From an optimization exercise on the open Yosys and OpenROAD flow, aimed at small area, a short achievable clock period and few clock cycles per item; shortcuts taken in it are not production practice.

==> job 6930: inputs <==
==> flow/design.v (excerpt) <==
module mul_op #(parameter INPUTS = 2,
		parameter OUTPUTS = 1,
		parameter DATA_IN_SIZE = 32,
		parameter DATA_OUT_SIZE = 32)
		(
		input clk,
		input rst,
		input [INPUTS * (DATA_IN_SIZE)- 1 : 0]data_in_bus,
		input [INPUTS - 1 : 0]valid_in_bus,
		output [INPUTS - 1 : 0] ready_in_bus,
		output [OUTPUTS * (DATA_OUT_SIZE) - 1 : 0]data_out_bus,
		output [OUTPUTS - 1 : 0]valid_out_bus,
		input 	[OUTPUTS - 1 : 0] ready_out_bus
);
clock: 8.0 ns
lec_check: 0
cap_margin: 20
core_margin: 2
core_utilization: 40
setup_slack_margin: 5
slew_margin: 20
synth_hierarchical: 1
run.sh (not shown) runs the stock make flow with config.mk's settings and CLKGATE_MAP_FILE= SYNTH_SCRIPT=/design/flow/synth_recipe.tcl, a recipe that flattens the netlist after the stock synthesis.
==> job 1798 (differences from job 6930) <==
--- a/flow/design.v
+++ b/flow/design.v
@@ -7,44 +7,29 @@
 		input rst,
 		input [INPUTS * (DATA_IN_SIZE)- 1 : 0]data_in_bus,
 		input [INPUTS - 1 : 0]valid_in_bus,
 		output [INPUTS - 1 : 0] ready_in_bus,
 		output [OUTPUTS * (DATA_OUT_SIZE) - 1 : 0]data_out_bus,
 		output [OUTPUTS - 1 : 0]valid_out_bus,
 		input 	[OUTPUTS - 1 : 0] ready_out_bus
 );
-  reg fa, fb;
-  reg [31:0] a_s, b_s;
-  reg sv;             
-  wire ce = ~sv;      
-  wire fire = fa & fb & ce;
-  assign ready_in_bus[0] = ~fa | fire;
-  assign ready_in_bus[1] = ~fb | fire;
-  always @(posedge clk, posedge rst)
-    if (rst) begin fa <= 1'b0; fb <= 1'b0; end
-    else begin
-      if (ready_in_bus[0]) fa <= valid_in_bus[0];
-      if (ready_in_bus[1]) fb <= valid_in_bus[1];
-    end
-  always @(posedge clk) begin
-    if (ready_in_bus[0]) a_s <= data_in_bus[31:0];
-    if (ready_in_bus[1]) b_s <= data_in_bus[63:32];
-  end
   reg [1:0] v;
+  wire ce = ~v[1] | ready_out_bus[0];
+  assign ready_in_bus[0] = valid_in_bus[1] & ce;
+  assign ready_in_bus[1] = valid_in_bus[0] & ce;
+  wire join_valid = valid_in_bus[0] & valid_in_bus[1];
   always @(posedge clk, posedge rst)
     if (rst) v <= 0;
-    else if (ce) v <= {v[0:0], fire};
-  reg [31:0] s_reg, p_reg;
-  always @(posedge clk, posedge rst)
-    if (rst) sv <= 1'b0;
-    else sv <= sv ? ~ready_out_bus[0] : (v[1] & ~ready_out_bus[0]);
-  always @(posedge clk) if (ce) s_reg <= p_reg;
-  assign valid_out_bus[0] = sv | v[1];
-  assign data_out_bus[31:0] = sv ? s_reg : p_reg;
+    else if (ce) v <= {v[0:0], join_valid};
+  assign valid_out_bus[0] = v[1];
+  reg [31:0] p_reg;
+  assign data_out_bus[31:0] = p_reg;
+  wire [31:0] a_s = data_in_bus[31:0];
+  wire [31:0] b_s = data_in_bus[63:32];
   wire one0;
   wire two0;
   wire neg0;
   wire pp0_0;
   wire pp0_1;
   wire pp0_2;
   wire pp0_3;
   wire pp0_4;
==> flow/flow/run.sh (new file) <==
#!/bin/bash
# The standard layout, with resizing free to change a cell's footprint (so the
# port buffers and other cells can be swapped for faster ones) and port
# buffers that are plain buffers rather than delay cells.
set -euo pipefail
bash standard.sh MATCH_CELL_FOOTPRINT=0 BUFFER_PORTS_ARGS="-buffer_cell sky130_fd_sc_hd__buf_2" finish > standard.log 2>&1
==> flow/standard.sh (new file) <==
#!/bin/bash
# synth_recipe.tcl (not shown) runs the flow's synth.tcl, then flattens the netlist and writes it again
# the make line also repeats each setting of config.mk as NAME=value (left out here)
make -C /OpenROAD-flow-scripts/flow DESIGN_CONFIG=/design/flow/config.mk WORK_HOME=/design/flow/orfs CLKGATE_MAP_FILE= SYNTH_SCRIPT=/design/flow/synth_recipe.tcl "${@:-finish}"
SETUP_SLACK_MARGIN = 4   (was 5)
removed: flow/run.sh
==> summary of the runs <==
- Of job 6930 and job 1798, job 6930 has the higher area after synthesis (gap 14%, measured against job 1798).
- Job 6930 completed without violations. Job 1798 went through all stages and came out clean.
- Critical path depth: job 6930 is higher than job 1798 (3).
- Of job 1798 and job 6930, job 6930 has the higher utilization (gap 4.9 points).
Function was not checked in any run of this note: the RTL went through the layout flow alone.

---

==> wip/lagoon: inputs <==
mul_op, a different RTL version from the one above (not shown whole).
clock: 8.0 ns
lec_check: 0
cap_margin: 20
core_margin: 2
core_utilization: 40
setup_slack_margin: 5
slew_margin: 20
synth_hierarchical: 1
standard.sh (not shown) runs the stock make flow with config.mk's settings and CLKGATE_MAP_FILE= SYNTH_SCRIPT=/design/flow/synth_recipe.tcl, a recipe that flattens the netlist after the stock synthesis.
==> flow/flow/run.sh <==
#!/bin/bash
# The standard layout, with resizing free to change a cell's footprint (so the
# port buffers and other cells can be swapped for faster ones) and port
# buffers that are plain buffers rather than delay cells.
set -euo pipefail
bash standard.sh MATCH_CELL_FOOTPRINT=0 BUFFER_PORTS_ARGS="-buffer_cell sky130_fd_sc_hd__buf_2" finish > standard.log 2>&1
==> wip/xenon: changes against wip/lagoon <==
- CTS_BUF_LIST: not set -> sky130_fd_sc_hd__clkbuf_4 sky130_fd_sc_hd__clkbuf_8
==> run summary <==
- Status: complete, no violations
- RR Startpoint: a_s[3]
- Multi-input combinational area share: 0.554
- Final Cycle Share: 0.372
- Post-layout min period: between 2 and 3 ns
- Layout area overhead: 15.0%
- WHS: around 0.45 ns
- Routed wl met2: between 20 and 30 mm
- Wirelength per Cell: 20.4 um
That was wip/lagoon.
==> run summary <==
- Final Cycle Share: 0.373
- WHS: 0.448 ns
- Layout area overhead: 14.8%
- Reg-to-Reg End: rc4[7]
- # fillers: 5214
- RR Startpoint: sel_s[6]
- Final non-filler cell area: approximately 26000 sq um
- Post-layout min period: 2.99 ns
- Routed wl met2: 28.5 mm
- RD Place Congestion: 0.875
- Status: complete, no violations
That was wip/xenon.
No functional check of the RTL was part of any run of this note.

[re-timing with driven ports]
In the flow no input, the clock included, has a driving cell. The finished layouts below were timed again as built, in two steps. Step 1 assumes that a clkbuf_16 drives the clock port and a buf_2 every other input. Step 2 adds t to the input delays and takes it off the output delays; t is the mean of the earliest and latest rising clock arrival at the registers after step 1. Input paths then give back, and output paths get back, about the clock's delay inside the block. Slacks: no drivers / after step 1 / after step 2; pairs: no drivers / after step 1.
| run | shift t [ns] | setup slack, ns | latest minus earliest clock arrival (ns) | worst data-port slew with drivers (ns) | cell pins on the clock port's net |
|---|---|---|---|---|---|
| job 6930 | 0.613 | 4.224 / 4.224 / 4.224 | 0.022 / 0.022 | 0.05 | 1 |
| job 1798 | 0.583 | 4.035 / 4.059 / 3.476 | 0.015 / 0.016 | 0.07 | 1 |
| wip/lagoon | 0.639 | 5.023 / 5.003 / 5.023 | 0.043 / 0.044 | 0.12 | 1 |
| wip/xenon | 0.678 | 5.015 / 5.009 / 5.015 | 0.061 / 0.060 | 0.12 | 1 |
After both steps setup and hold are still met in every run listed. For job 1798, which loses most, drivers alone change the setup slack by +0.024 ns; drivers and shift together by -0.559 ns.
